From an optimization exercise on the open Yosys and OpenROAD flow, aimed at small area and a short achievable clock period; shortcuts taken in it are not production practice. Function was checked by simulation only, so behaviour that the tests miss may differ from the original. Power and IR drop assume default switching activity.

==> design/flow/run.sh <==
#!/bin/bash
# synth_recipe.tcl (not shown) runs the flow's synth.tcl, then flattens the netlist and writes it again
# the make line also repeats each setting of config.mk as NAME=value (left out here)
make -C /OpenROAD-flow-scripts/flow DESIGN_CONFIG=/design/flow/config.mk WORK_HOME=/design/flow/orfs CLKGATE_MAP_FILE= SYNTH_SCRIPT=/design/flow/synth_recipe.tcl finish
==> design/flow/config.mk <==
export PLATFORM = sky130hd
export DESIGN_NAME = cpu_top
export DESIGN_NICKNAME = cpu_top
export VERILOG_FILES = /design/flow/design.v
export SDC_FILE = /design/flow/constraint.sdc
export NUM_CORES = 4
export LEC_CHECK = 0
export CAP_MARGIN = 20
export CORE_MARGIN = 2
export CORE_UTILIZATION = 40
export SLEW_MARGIN = 20
==> design/flow/constraint.sdc <==
create_clock -name core_clock -period 11.0 [get_ports {clk}]
set_input_delay 2.2000 -clock core_clock [delete_from_list [all_inputs] [get_ports {clk}]]
set_output_delay 2.2000 -clock core_clock [all_outputs]
set_load 0.01 [all_outputs]
==> design/flow/design.v <==
`timescale 1ns / 1ps
module pc(
    input   wire        clk,
    input   wire        rst,
    input   wire[31:0]  pc_i,
    output  reg[31:0]   pc_o
    );
    always @ (posedge clk) begin
        if(rst) begin
            pc_o <= 32'b0;
        end else begin
            pc_o <= pc_i;
        end
    end
endmodule
`timescale 1ns / 1ps
module reg_if_id(
    input   wire        clk,
    input   wire        rst,
    input   wire[31:0]  if_pc,
    input   wire[31:0]  if_instr,
    output  reg[31:0]   id_pc,
    output  reg[31:0]   id_instr
    );
    always @ (posedge clk) begin
        if(rst) begin
            id_pc <= 32'b0;
            id_instr <= 32'b0;
        end else begin
            id_pc <= if_pc;
            id_instr <= if_instr;
        end
    end
endmodule
`timescale 1ns / 1ps
module cu(
    input   wire[5:0]   cu_opcode,
    input   wire[5:0]   cu_func,
    output  wire[1:0]   cu_branch,       
    output  wire        cu_reg_dst,      
    output  wire        cu_reg_write,    
    output  wire        cu_alu_src,      
    output  wire[3:0]   cu_alu_op,       
    output  wire        cu_mem_write,    
    output  wire        cu_mem2reg,      
    output  wire        cu_sign_ext      
    );
    wire[4:0] instr_id = get_instr_id(cu_opcode, cu_func);
    function [4:0] get_instr_id(input[5:0] opcode, input[5:0] func);
    begin
        case(opcode)
            6'b001000 : get_instr_id = 11;
            6'b001001: get_instr_id = 12;
            6'b001100 : get_instr_id = 13;
            6'b001101  : get_instr_id = 14;
            6'b001110 : get_instr_id = 15;
            6'b001111  : get_instr_id = 16;
            6'b100011   : get_instr_id = 17;
            6'b101011   : get_instr_id = 18;
            6'b000100  : get_instr_id = 19;
            6'b000101  : get_instr_id = 20;
            6'b000010    : get_instr_id = 21;
            6'b000000 : begin
                case(func)
                    6'b100000   : get_instr_id = 1;
                    6'b100001  : get_instr_id = 2;
                    6'b100010   : get_instr_id = 3;
                    6'b100011  : get_instr_id = 4;
                    6'b100100   : get_instr_id = 5;
                    6'b100101    : get_instr_id = 6;
                    6'b100110   : get_instr_id = 7;
                    6'b100111   : get_instr_id = 8;
                    6'b101010   : get_instr_id = 9;
                    6'b101011  : get_instr_id = 10;
                    default     : get_instr_id = 0;
                endcase
            end
            default     : get_instr_id = 0;
        endcase
    end
    endfunction
    assign cu_branch = (instr_id==19) ? 2'b01 :
                        (instr_id==20) ? 2'b10 :
                        (instr_id==21) ? 2'b11 :
                        2'b00;
    assign cu_mem_write = (instr_id==18) ? 1 : 0;
    assign cu_mem2reg = (instr_id==17) ? 1 : 0;
    localparam [21:0] mask_reg_dst = 22'b0000000000011111111110;
    assign cu_reg_dst = mask_reg_dst[instr_id];
    localparam [21:0] mask_reg_write = 22'b0000111111111111111110;
    assign cu_reg_write = mask_reg_write[instr_id];
    localparam [21:0] mask_alu_src = 22'b0001111111100000000000;
    assign cu_alu_src = mask_alu_src[instr_id];
    localparam [21:0] mask_sign_ext = 22'b0111100000100000000000;
    assign cu_sign_ext = mask_sign_ext[instr_id];
    assign cu_alu_op = get_alu_op(instr_id);
    function [4:0] get_alu_op(input [4:0] instr_id);
    begin
        case(instr_id)
            1,2,
            11,12,
            17,18       : get_alu_op = 4'b0001;
            3,4    : get_alu_op = 4'b0010;
            5,13    : get_alu_op = 4'b0011;
            6,14      : get_alu_op = 4'b0100;
            7,15    : get_alu_op = 4'b0101;
            8             : get_alu_op = 4'b0110;
            9             : get_alu_op = 4'b0111;
            10            : get_alu_op = 4'b1000;
            16             : get_alu_op = 4'b1001;
            19,20     : get_alu_op = 4'b1010;
            21               : get_alu_op = 4'b0000;
            default             : get_alu_op = 4'b0000;
        endcase
    end
    endfunction
endmodule
`timescale 1ns / 1ps
module regfile(
    input   wire        clk,
    input   wire        rst,
    input   wire[4:0]   reg_ra1,     
    input   wire[4:0]   reg_ra2,
    input   wire        reg_we,      
    input   wire[4:0]   reg_wa,      
    input   wire[31:0]  reg_wd,      
    input   wire        ex_wreg,     
    input   wire[4:0]   ex_wdst,     
    input   wire[31:0]  ex_wdata,    
    input   wire        mem_wreg,    
    input   wire[4:0]   mem_wdst,    
    input   wire[31:0]  mem_wdata,   
    output  wire[31:0]  reg_rd1,     
    output  wire[31:0]  reg_rd2,
    input   wire        vga_en,      
    input   wire[1:0]   vga_dir,     
    output  wire[31:0]  vga_pos      
    );
    reg [31:0] regs[31:0];
    assign reg_rd1 = (ex_wreg && ex_wdst == reg_ra1) ? ex_wdata :
                     (mem_wreg && mem_wdst == reg_ra1) ? mem_wdata : regs[reg_ra1];
    assign reg_rd2 = (ex_wreg && ex_wdst == reg_ra2) ? ex_wdata :
                     (mem_wreg && mem_wdst == reg_ra2) ? mem_wdata : regs[reg_ra2];
    reg vga_en_d0, vga_en_d1;
    always @(negedge clk) begin
        vga_en_d1 <= vga_en;
        vga_en_d0 <= vga_en_d1;
    end
    integer i;
    always @(negedge clk) begin
        if (rst) begin
            for (i = 0; i <= 31; i = i + 1) regs[i] <= 32'b0;
        end
        else if (reg_we) regs[reg_wa] <= reg_wd;
        else if (!vga_en_d0 && vga_en_d1) regs[5'h6] <= {{14'b0},vga_dir} + 1'b1;
    end
    assign  vga_pos = regs[5'h1];
endmodule
`timescale 1ns / 1ps
module extension(
    input   wire[15:0]  ext_imm16,
    input   wire        ext_sign,
    output  wire[31:0]  ext_imm32
    );
assign ext_imm32 = (ext_sign==1) ? {{16{ext_imm16[15]}}, ext_imm16[15:0]} : {16'b0, ext_imm16[15:0]};
endmodule
`timescale 1ns / 1ps
module branch(
    input   wire[31:0]  br_pc,
    input   wire[31:0]  br_imm,
    input   wire[1:0]   br_op,
    input   wire[31:0]  br_rd1,
    input   wire[31:0]  br_rd2,
    output  wire        br_equal,
    output  wire[31:0]  br_tgt
    );
assign br_equal = (br_rd1==br_rd2) ? 1 : 0;
assign br_tgt = (br_op==2'b11) ? {br_pc[31:28], br_imm[25:0], 2'b00} : (br_pc + (br_imm<<2));
endmodule
`timescale 1ns / 1ps
module reg_id_ex(
    input   wire        clk,
    input   wire        rst,
    input   wire        id_reg_write,
    input   wire        id_alu_src,
    input   wire[3:0]   id_alu_op,
    input   wire        id_mem_write,
    input   wire        id_mem2reg,
    input   wire[31:0]  id_reg_rd1,
    input   wire[31:0]  id_reg_rd2,
    input   wire[4:0]   id_reg_wa,
    input   wire[31:0]  id_imm,
    output  reg         ex_reg_write,
    output  reg         ex_alu_src,
    output  reg[3:0]    ex_alu_op,
    output  reg         ex_mem_write,
    output  reg         ex_mem2reg,
    output  reg[31:0]   ex_reg_rd1,
    output  reg[31:0]   ex_reg_rd2,
    output  reg[4:0]    ex_reg_wa,
    output  reg[31:0]   ex_imm
    );
    always @ (posedge clk) begin
        if (rst) begin
            ex_reg_write <= 1'b0;
            ex_alu_src <= 1'b0;
            ex_alu_op <= 4'b0;
            ex_mem_write <= 1'b0;
            ex_mem2reg <= 1'b0;
            ex_reg_rd1 <= 32'b0;
            ex_reg_rd2 <= 32'b0;
            ex_reg_wa <= 5'b0;
            ex_imm <= 32'b0;
        end else begin
            ex_reg_write <= id_reg_write;
            ex_alu_src <= id_alu_src;
            ex_alu_op <= id_alu_op;
            ex_mem_write <= id_mem_write;
            ex_mem2reg <= id_mem2reg;
            ex_reg_rd1 <= id_reg_rd1;
            ex_reg_rd2 <= id_reg_rd2;
            ex_reg_wa <= id_reg_wa;
            ex_imm <= id_imm;
        end
    end    
endmodule
`timescale 1ns / 1ps
module alu(
    input   wire[3:0]   alu_op,
    input   wire[31:0]  alu_in1,
    input   wire[31:0]  alu_in2,
    output  wire[31:0]  alu_out
    );
    wire [31:0] in1   = alu_in1;
    wire [31:0] in2   = alu_in2;
    wire [31:0] in2_bu = (~alu_in2)+1;
    wire [31:0] result_sub = in1 + in2_bu;
    wire [31:0] o_add = in1+in2;
    wire [31:0] o_sub = result_sub;
    wire [31:0] o_and = in1&in2;
    wire [31:0] o_or = in1|in2;
    wire [31:0] o_xor = in1^in2;
    wire [31:0] o_nor = ~o_or;
    wire [31:0] o_slt = ((in1[31]&&!in2[31])||(!in1[31]&&!in2[31]&&result_sub[31])||(in1[31]&&in2[31]&&result_sub[31]));
    wire [31:0] o_sltu = (in1<in2) ;    
    wire [31:0] o_lui = {alu_in2[15:0], 16'b0};
    assign alu_out = (alu_op == 4'b0001) ? o_add[31:0] :
                     (alu_op == 4'b0010) ? o_sub[31:0] :
                     (alu_op == 4'b0011) ? o_and[31:0] :
                     (alu_op == 4'b0100) ? o_or[31:0] :
                     (alu_op == 4'b0101) ? o_xor[31:0] :
                     (alu_op == 4'b0110) ? o_nor[31:0] :
                     (alu_op == 4'b0111) ? o_slt[31:0] :
                     (alu_op == 4'b1000) ? o_sltu[31:0] :
                     (alu_op == 4'b1001) ? o_lui[31:0] :
                     32'b0;
endmodule
`timescale 1ns / 1ps
module reg_ex_mem(
    input   wire        clk,
    input   wire        rst,
    input   wire        ex_reg_write,
    input   wire        ex_mem_write,
    input   wire        ex_mem2reg,
    input   wire[31:0]  ex_alu_out,
    input   wire[31:0]  ex_mem_wd,
    input   wire[4:0]   ex_reg_wa,
    output  reg         mem_reg_write,
    output  reg         mem_mem_write,
    output  reg         mem_mem2reg,
    output  reg[31:0]   mem_alu_out,
    output  reg[31:0]   mem_mem_wd,
    output  reg[4:0]    mem_reg_wa
    );
    always@ (posedge clk) begin
        if(rst) begin
            mem_reg_wa <= 5'b0;
            mem_reg_write <= 1'b0;
            mem_mem_write <= 1'b0;
            mem_mem_wd <= 32'b0;
            mem_alu_out <= 32'b0;
            mem_mem2reg <= 1'b0;
        end else begin
            mem_reg_wa <= ex_reg_wa;
            mem_mem_wd <= ex_mem_wd;
            mem_reg_write <= ex_reg_write;
            mem_mem_write <= ex_mem_write;
            mem_alu_out <= ex_alu_out;
            mem_mem2reg <= ex_mem2reg;
        end
    end
endmodule
`timescale 1ns / 1ps
module reg_mem_wb(
    input   wire        clk,
    input   wire        rst,
    input   wire        mem_reg_write,
    input   wire        mem_mem2reg,
    input   wire[31:0]  mem_alu_out,
    input   wire[31:0]  mem_mem_rd,
    input   wire[4:0]   mem_reg_wa,
    output  reg         wb_reg_write,
    output  reg         wb_mem2reg,
    output  reg[31:0]   wb_alu_out,
    output  reg[31:0]   wb_mem_rd,
    output  reg[4:0]    wb_reg_wa
    );
    always@ (posedge clk) begin
         if(rst) begin
            wb_reg_write <= 1'b0;
            wb_mem2reg <= 1'b0;
            wb_alu_out <= 32'b0;
            wb_mem_rd <= 32'b0;
            wb_reg_wa <= 5'b0;
        end else begin
            wb_reg_write <= mem_reg_write;
            wb_mem2reg <= mem_mem2reg;
            wb_alu_out <= mem_alu_out;
            wb_mem_rd <= mem_mem_rd;
            wb_reg_wa <= mem_reg_wa;
        end 
    end
endmodule
`timescale 1ns / 1ps
module cpu_top(
    input   wire        clk,
    input   wire        rstn,
    input   wire        vga_en,      
    input   wire[1:0]   vga_dir,     
    output  wire[31:0]  vga_pos,      
    output  wire[9:0]   imem_addr,
    input   wire[31:0]  imem_rdata,
    output  wire[9:0]   dmem_addr,
    output  wire[31:0]  dmem_wdata,
    output  wire        dmem_we,
    output  wire        dmem_re,
    input   wire[31:0]  dmem_rdata
    );
wire rst = !rstn;
wire[31:0]  pc_i;
wire[31:0]  pc_o;
pc _pc(
    .clk(clk),
    .rst(rst),
    .pc_i(pc_i),
    .pc_o(pc_o)
);
wire[31:0]  if_instr;
assign imem_addr = pc_o[11:2];
assign if_instr = imem_rdata;
wire[31:0]  if_pc;
wire[31:0]  id_pc;
wire[31:0]  id_instr;
assign  if_pc = pc_o + 32'h4;
reg_if_id _reg_if_id(
    .clk(clk),
    .rst(rst),
    .if_pc(if_pc),
    .if_instr(if_instr),
    .id_pc(id_pc),
    .id_instr(id_instr)
);
wire[5:0]   opcode;      
wire[5:0]   func;
wire[1:0]   branch;
wire        reg_dst;
wire        id_reg_write;
wire        id_alu_src;
wire[3:0]   id_alu_op;
wire        id_mem_write;
wire        id_mem2reg;
wire        sign_ext;
assign opcode = id_instr[31:26];
assign func = id_instr[5:0];
cu _cu(
    .cu_opcode(opcode),
    .cu_func(func),
    .cu_branch(branch),
    .cu_reg_dst(reg_dst),
    .cu_reg_write(id_reg_write),
    .cu_alu_src(id_alu_src),
    .cu_alu_op(id_alu_op),
    .cu_mem_write(id_mem_write),
    .cu_mem2reg(id_mem2reg),
    .cu_sign_ext(sign_ext)
);
wire[4:0]   ra1;
wire[4:0]   ra2;
wire[4:0]   id_reg_wa;
wire[31:0]  id_reg_rd1;
wire[31:0]  id_reg_rd2;
wire        ex_reg_write;
wire[4:0]   ex_reg_wa;
wire[31:0]  ex_reg_wd;
wire        mem_reg_write;
wire[4:0]   mem_reg_wa;
wire[31:0]  mem_reg_wd;
wire        wb_reg_write;
wire[4:0]   wb_reg_wa;
wire[31:0]  wb_reg_wd;
assign ra1 = id_instr[25:21];
assign ra2 = id_instr[20:16];
assign id_reg_wa = (reg_dst==1) ? id_instr[15:11] : id_instr[20:16];
regfile _regfile(
    .clk(clk),
    .rst(rst),
    .reg_ra1(ra1),
    .reg_ra2(ra2),
    .reg_we(wb_reg_write),
    .reg_wa(wb_reg_wa),
    .reg_wd(wb_reg_wd),
    .ex_wreg(ex_reg_write),
    .ex_wdst(ex_reg_wa),
    .ex_wdata(ex_reg_wd),
    .mem_wreg(mem_reg_write),
    .mem_wdst(mem_reg_wa),
    .mem_wdata(mem_reg_wd),
    .reg_rd1(id_reg_rd1),
    .reg_rd2(id_reg_rd2),
    .vga_en(vga_en),
    .vga_dir(vga_dir),
    .vga_pos(vga_pos)
);
wire[15:0]  imm16;
wire[31:0]  id_imm;
assign imm16 = id_instr[15:0];
extension _extension(
    .ext_imm16(imm16),
    .ext_sign(sign_ext),
    .ext_imm32(id_imm)
);
wire branch_taken;
wire equal;
wire[31:0]  br_tgt;
assign branch_taken = (branch==2'b11) ? 1'b1 :
                    (branch==2'b01 && equal==1'b1) ? 1'b1 :
                    (branch==2'b10 && equal==1'b0) ? 1'b1 :
                    1'b0;
branch _branch(
    .br_pc(id_pc),
    .br_imm(id_imm),
    .br_op(branch),
    .br_rd1(id_reg_rd1),
    .br_rd2(id_reg_rd2),
    .br_equal(equal),
    .br_tgt(br_tgt)
);
assign pc_i = (branch_taken==1) ? br_tgt : if_pc;
wire        ex_alu_src;
wire[3:0]   ex_alu_op;
wire        ex_mem_write;
wire        ex_mem2reg;
wire[31:0]  ex_reg_rd1;
wire[31:0]  ex_reg_rd2;
wire[31:0]  ex_imm;
reg_id_ex _reg_id_ex(
    .clk(clk),
    .rst(rst),
    .id_reg_write(id_reg_write),
    .id_alu_src(id_alu_src),
    .id_alu_op(id_alu_op),
    .id_mem_write(id_mem_write),
    .id_mem2reg(id_mem2reg),
    .id_reg_rd1(id_reg_rd1),
    .id_reg_rd2(id_reg_rd2),
    .id_reg_wa(id_reg_wa),
    .id_imm(id_imm),
    .ex_reg_write(ex_reg_write),
    .ex_alu_src(ex_alu_src),
    .ex_alu_op(ex_alu_op),
    .ex_mem_write(ex_mem_write),
    .ex_mem2reg(ex_mem2reg),
    .ex_reg_rd1(ex_reg_rd1),
    .ex_reg_rd2(ex_reg_rd2),
    .ex_reg_wa(ex_reg_wa),
    .ex_imm(ex_imm)
);
wire[31:0]  alu_in2;
wire[31:0]  ex_alu_out;
assign alu_in2 = (ex_alu_src==1) ? ex_imm : ex_reg_rd2;
assign ex_reg_wd = ex_alu_out;
alu _alu(
    .alu_op(ex_alu_op),
    .alu_in1(ex_reg_rd1),
    .alu_in2(alu_in2),
    .alu_out(ex_alu_out)
);
wire        mem_mem_write;
wire        mem_mem2reg;
wire[31:0]  mem_mem_wd;
wire[31:0]  mem_alu_out;
reg_ex_mem _reg_ex_mem(
    .clk(clk),
    .rst(rst),
    .ex_reg_write(ex_reg_write),
    .ex_mem_write(ex_mem_write),
    .ex_mem2reg(ex_mem2reg),
    .ex_alu_out(ex_alu_out),
    .ex_mem_wd(ex_reg_rd2),
    .ex_reg_wa(ex_reg_wa),
    .mem_reg_write(mem_reg_write),
    .mem_mem_write(mem_mem_write),
    .mem_mem2reg(mem_mem2reg),
    .mem_alu_out(mem_alu_out),
    .mem_mem_wd(mem_mem_wd),
    .mem_reg_wa(mem_reg_wa)
);
wire[31:0]  mem_mem_rd;
assign dmem_addr = mem_alu_out[11:2];
assign dmem_wdata = mem_mem_wd;
assign dmem_we = mem_mem_write;
assign dmem_re = mem_mem2reg;
assign mem_mem_rd = dmem_rdata;
assign mem_reg_wd = (mem_mem2reg==1) ? mem_mem_rd : mem_alu_out;
wire        wb_mem2reg;
wire[31:0]  wb_alu_out;
wire[31:0]  wb_mem_rd;
reg_mem_wb _reg_mem_wb(
    .clk(clk),
    .rst(rst),
    .mem_reg_write(mem_reg_write),
    .mem_mem2reg(mem_mem2reg),
    .mem_alu_out(mem_alu_out),
    .mem_mem_rd(mem_mem_rd),
    .mem_reg_wa(mem_reg_wa),
    .wb_reg_write(wb_reg_write),
    .wb_mem2reg(wb_mem2reg),
    .wb_alu_out(wb_alu_out),
    .wb_mem_rd(wb_mem_rd),
    .wb_reg_wa(wb_reg_wa)
);
assign wb_reg_wd = (wb_mem2reg==1) ? wb_mem_rd : wb_alu_out;
endmodule
==> summary.txt <==
# TYPE chip_impl_metric gauge
chip_impl_metric{name="vdd_drop_max",unit="V"} 0.000180
chip_impl_metric{name="detailed_place.area",unit="um2"} 75800
chip_impl_metric{name="cp_data_arrival_time",unit="ns"} 11.30
chip_impl_metric{name="slew_headroom",unit=""} 0.196
chip_impl_info{name="worst_setup_start_kind",value="flop"} 1
chip_impl_metric{name="synthAdderAreaFrac",unit=""} 0.0220
chip_impl_metric{name="initial_core_util",unit=""} 0.403
chip_impl_info{name="cts_tree",value="done"} 1
chip_impl_metric{name="routability_congestion_estimate_from_global_placement",unit=""} 0.946
chip_impl_metric{name="cts_made_buffers",unit=""} 151
chip_impl_metric{name="row_count",unit=""} 154
chip_impl_metric{name="maxCapViolCount",unit=""} 0
chip_impl_metric{name="fp.dieH",unit="um"} 426
chip_impl_metric{name="wirelength_per_cell",unit="um"} 30.8
chip_impl_metric{name="final_net_count",unit=""} 7167
chip_impl_metric{name="synth-edff-count",unit=""} 1024
chip_impl_info{name="largest_family_of_logic_cells_by_synthesized_area",value="multiplexers"} 1
chip_impl_metric{name="dieArea",unit="um2"} 182000
chip_impl_metric{name="grt_antenna_before_repair",unit=""} 9
chip_impl_metric{name="detailedPlace.worstSlack",unit="ns"} 0.619
chip_impl_metric{name="mappedNetlistArea",unit="um2"} 71300
chip_impl_metric{name="powerDensity",unit="nW/um2"} 179
chip_impl_metric{name="path_max_fanout",unit=""} 10
chip_impl_metric{name="cts.repair.resized",unit=""} 0
chip_impl_metric{name="placedCellCount",unit=""} 8119
chip_impl_metric{name="hold_viol",unit=""} 0
chip_impl_info{name="mostFrequentLayoutCells",value="sky130_fd_sc_hd__nor2_1 (1285), sky130_fd_sc_hd__inv_1 (1196), sky130_fd_sc_hd__edfxtp_1 (1024)"} 1
chip_impl_metric{name="clock_tree.buffer_depth",unit=""} 3
chip_impl_metric{name="finalPower",unit="mW"} 15.2
chip_impl_metric{name="synthXorXnorAreaFrac",unit=""} 0.0155
chip_impl_metric{name="drcViolationCount",unit=""} 0
chip_impl_info{name="leading_cell_type_in_the_layout_fill_and_taps_excluded",value="sky130_fd_sc_hd__nor2_1"} 1
chip_impl_metric{name="dr_total_vias",unit=""} 58800
chip_impl_metric{name="final.setup.worst_slack",unit="ns"} 0.420
chip_impl_info{name="root_buffer",value="sky130_fd_sc_hd__clkbuf_16"} 1
chip_impl_info{name="ys.flop_type",value="sky130_fd_sc_hd__edfxtp_1"} 1
chip_impl_metric{name="synth_compound_area_frac",unit=""} 0.0818
chip_impl_metric{name="ys_warn_count",unit=""} 7
chip_impl_metric{name="pin_count_of_the_biggest_net_entering_global_routing",unit=""} 119
chip_impl_info{name="worst_hold_path_type",value="reg2reg"} 1
chip_impl_metric{name="post_cts_buffers",unit=""} 0
chip_impl_metric{name="ff2ff_setup_slack",unit="ns"} 0.42
chip_impl_metric{name="cts_num_sinks",unit=""} 1316
chip_impl_metric{name="die_w",unit="um"} 426
chip_impl_metric{name="yosys.area_share.simple",unit=""} 0.131
chip_impl_metric{name="antenna_left",unit=""} 0
chip_impl_metric{name="synth-seq-area-share",unit=""} 0.513
chip_impl_metric{name="top_level_ports",unit=""} 155
chip_impl_metric{name="netlist-cell-type-count",unit=""} 99
chip_impl_metric{name="vias_in_the_first_global_route",unit=""} 58900
chip_impl_metric{name="synth-seq-cells",unit=""} 1316
chip_impl_metric{name="synth_fp_nets",unit=""} 6167
chip_impl_metric{name="clk-insertion-delay-late",unit="ns"} 0.82
chip_impl_metric{name="io_buf_count",unit=""} 154
chip_impl_metric{name="power_leakage",unit="nW"} 33.3
chip_impl_metric{name="synthCells",unit=""} 5975
chip_impl_metric{name="timing_worst_slew_pin_value",unit="ns"} 1.20
chip_impl_metric{name="setup_tns",unit="ns"} 0
chip_impl_metric{name="dr.pass1.iters",unit=""} 8
chip_impl_metric{name="synthesis.area_per_instance",unit="um2"} 11.9
chip_impl_metric{name="grt.overflow.total",unit=""} 0
chip_impl_metric{name="required",unit="ns"} 11.72
chip_impl_metric{name="grt_pass1_wl",unit="um"} 409000
chip_impl_metric{name="finalNonFillerCells",unit=""} 9443
chip_impl_metric{name="report.final.setup_viol",unit=""} 0
chip_impl_metric{name="cts.hold.buffers_added",unit=""} 0
chip_impl_metric{name="initialDrtViolationCount",unit=""} 8591
chip_impl_metric{name="design.core.area",unit="um2"} 177000
chip_impl_metric{name="clk_slew_on_worst_s_h_paths",unit="ns"} 0.06
chip_impl_metric{name="place_hpwl",unit="um"} 188000
chip_impl_metric{name="gr-usage-all-layers",unit=""} 0.315
chip_impl_metric{name="stdcell_area",unit="um2"} 85200
chip_impl_info{name="unrepaired_setup_endpoints_after_global_routing",value="false"} 1
chip_impl_metric{name="final.setup_skew",unit="ns"} 0.0566
chip_impl_metric{name="finalMaxSlewViolations",unit=""} 0
chip_impl_metric{name="viasPerCell",unit=""} 6.23
chip_impl_metric{name="asyncSetResetFlopFracSynth",unit=""} 0
chip_impl_metric{name="detail_route.wirelength",unit="um"} 291000
chip_impl_metric{name="htree_levels",unit=""} 4
chip_impl_metric{name="muxShareOfSynthArea",unit=""} 0.194
chip_impl_info{name="end_kind",value="flop"} 1
chip_impl_metric{name="post_route_cells_drive_above_1_share",unit=""} 0.158
chip_impl_metric{name="flow.area_growth_from_synthesis",unit="%"} 19.6
chip_impl_info{name="status",value="no timing/DRC/antenna violations"} 1
chip_impl_info{name="critPathKind",value="reg2reg"} 1
sequential cells by signal, summed over array words and instances (netlist names), 4 cells and up:
| name | count |
|---|---|
| _reg_id_ex.ex_reg_rd2 | 32 |
| _reg_mem_wb.wb_reg_wa | 5 |
| _reg_ex_mem.mem_alu_out | 32 |
| _reg_ex_mem.mem_mem_wd | 32 |
| _reg_if_id.id_pc | 10 |
| _reg_mem_wb.wb_mem_rd | 32 |
| _reg_if_id.id_instr | 32 |
| _reg_id_ex.ex_alu_op | 4 |
| _reg_mem_wb.wb_alu_out | 32 |
| _pc.pc_o | 10 |
| _regfile.regs | 1024 |
| _reg_id_ex.ex_reg_rd1 | 32 |
| _reg_id_ex.ex_reg_wa | 5 |
| _reg_ex_mem.mem_reg_wa | 5 |
| _reg_id_ex.ex_imm | 18 |
cells by family after synthesis:
logic type               count (synthesis)
flip-flops                            1316
multiplexers                           727
buffers and inverters                  687
AND/OR/NAND/NOR                       2137
XOR/XNOR                               126
AO/OA/AOI/OAI                          859
adder cells (fa/ha/maj)                123
through the flow:
step / util / hold slack, ns
6_report: 0.482 / 0.372
3_5_place_dp: 0.429 / 0.359
4_1_cts: 0.480 / 0.372
3_3_place_gp: 0.428 / 0.360
5_1_grt: 0.482 / 0.374
2_1_floorplan: - / 0.336
path summary, 6_finish.rpt:
| check | startpoint | to | depth (start not counted) |
|---|---|---|---|
| min reg2reg | _regfile.vga_en_d1 | _regfile.vga_en_d0 | 0 |
| max reg2reg | _regfile.regs[5][6] | _pc.pc_o[2] | 16 |
| max | _regfile.regs[5][6] | _pc.pc_o[2] | 16 |
| min | _regfile.vga_en_d1 | _regfile.vga_en_d0 | 0 |
critical path, cell delays in order (launching register included):
cell and delay, ns:
sky130_fd_sc_hd__edfxtp_1 0.33, sky130_fd_sc_hd__mux2i_1 0.08, sky130_fd_sc_hd__a22oi_1 0.30, sky130_fd_sc_hd__mux2i_1 0.12, sky130_fd_sc_hd__o311ai_0 0.86, sky130_fd_sc_hd__buf_4 0.23, sky130_fd_sc_hd__or3_1 0.13, sky130_fd_sc_hd__o211ai_1 0.14
sky130_fd_sc_hd__xnor2_1 0.28, sky130_fd_sc_hd__o21ai_0 0.14, sky130_fd_sc_hd__or4_1 0.62, sky130_fd_sc_hd__a2111oi_0 0.45, sky130_fd_sc_hd__and4_1 0.25, sky130_fd_sc_hd__and4_4 0.30, sky130_fd_sc_hd__and4_1 0.45, sky130_fd_sc_hd__a32oi_1 0.20
sky130_fd_sc_hd__o311ai_2 0.12
routing by layer:
layer	vias to the layer above	global-route usage	routed length [um]
li1	24200	-	-
met1	29200	0.379	101000
met2	4471	0.487	134000
met3	926	0.106	37400
met4	8	0.194	18900
met5	-	0.00317	131
cells in the mapped netlist (56+ instances only):
| master | count | area [um2] |
|---|---|---|
| sky130_fd_sc_hd__o21ai_0 | 123 | 616 |
| sky130_fd_sc_hd__xor2_1 | 56 | 490 |
| sky130_fd_sc_hd__buf_2 | 76 | 380 |
| sky130_fd_sc_hd__nand3_1 | 68 | 340 |
| sky130_fd_sc_hd__inv_1 | 147 | 552 |
| sky130_fd_sc_hd__a21oi_1 | 216 | 1080 |
| sky130_fd_sc_hd__a22oi_1 | 98 | 736 |
| sky130_fd_sc_hd__mux2i_1 | 177 | 1770 |
| sky130_fd_sc_hd__xnor2_1 | 70 | 613 |
| sky130_fd_sc_hd__and2_1 | 179 | 1120 |
| sky130_fd_sc_hd__edfxtp_1 | 1024 | 30700 |
| sky130_fd_sc_hd__buf_4 | 71 | 533 |
| sky130_fd_sc_hd__ha_1 | 119 | 1490 |
| sky130_fd_sc_hd__nand2_1 | 313 | 1170 |
| sky130_fd_sc_hd__clkbuf_1 | 348 | 1310 |
| sky130_fd_sc_hd__nor2_1 | 1287 | 4830 |
| sky130_fd_sc_hd__dfxtp_1 | 292 | 5850 |
| sky130_fd_sc_hd__nor3_1 | 60 | 300 |
| sky130_fd_sc_hd__mux4_2 | 508 | 11400 |
where the power goes:
group / switching, mW / leakage, nW / internal [mW]
Sequential: 0.203 / 13.0 / 5.61
Clock: 3.20 / 8.01 / 3.62
Combinational: 1.66 / 12.2 / 0.933
final cells by class:
| type | instances | area (um2) |
|---|---|---|
| clock inverters | 1127 | 4890 |
| inverters | 150 | 566 |
| clock buffers | 174 | 4110 |
| repair buffers | 358 | 3850 |
| multi-input cells | 3972 | 32200 |
| fillers | 15700 | 91500 |
| well taps | 2340 | 2930 |
| flip-flops and latches | 1316 | 36600 |
| diodes | 6 | 15.0 |
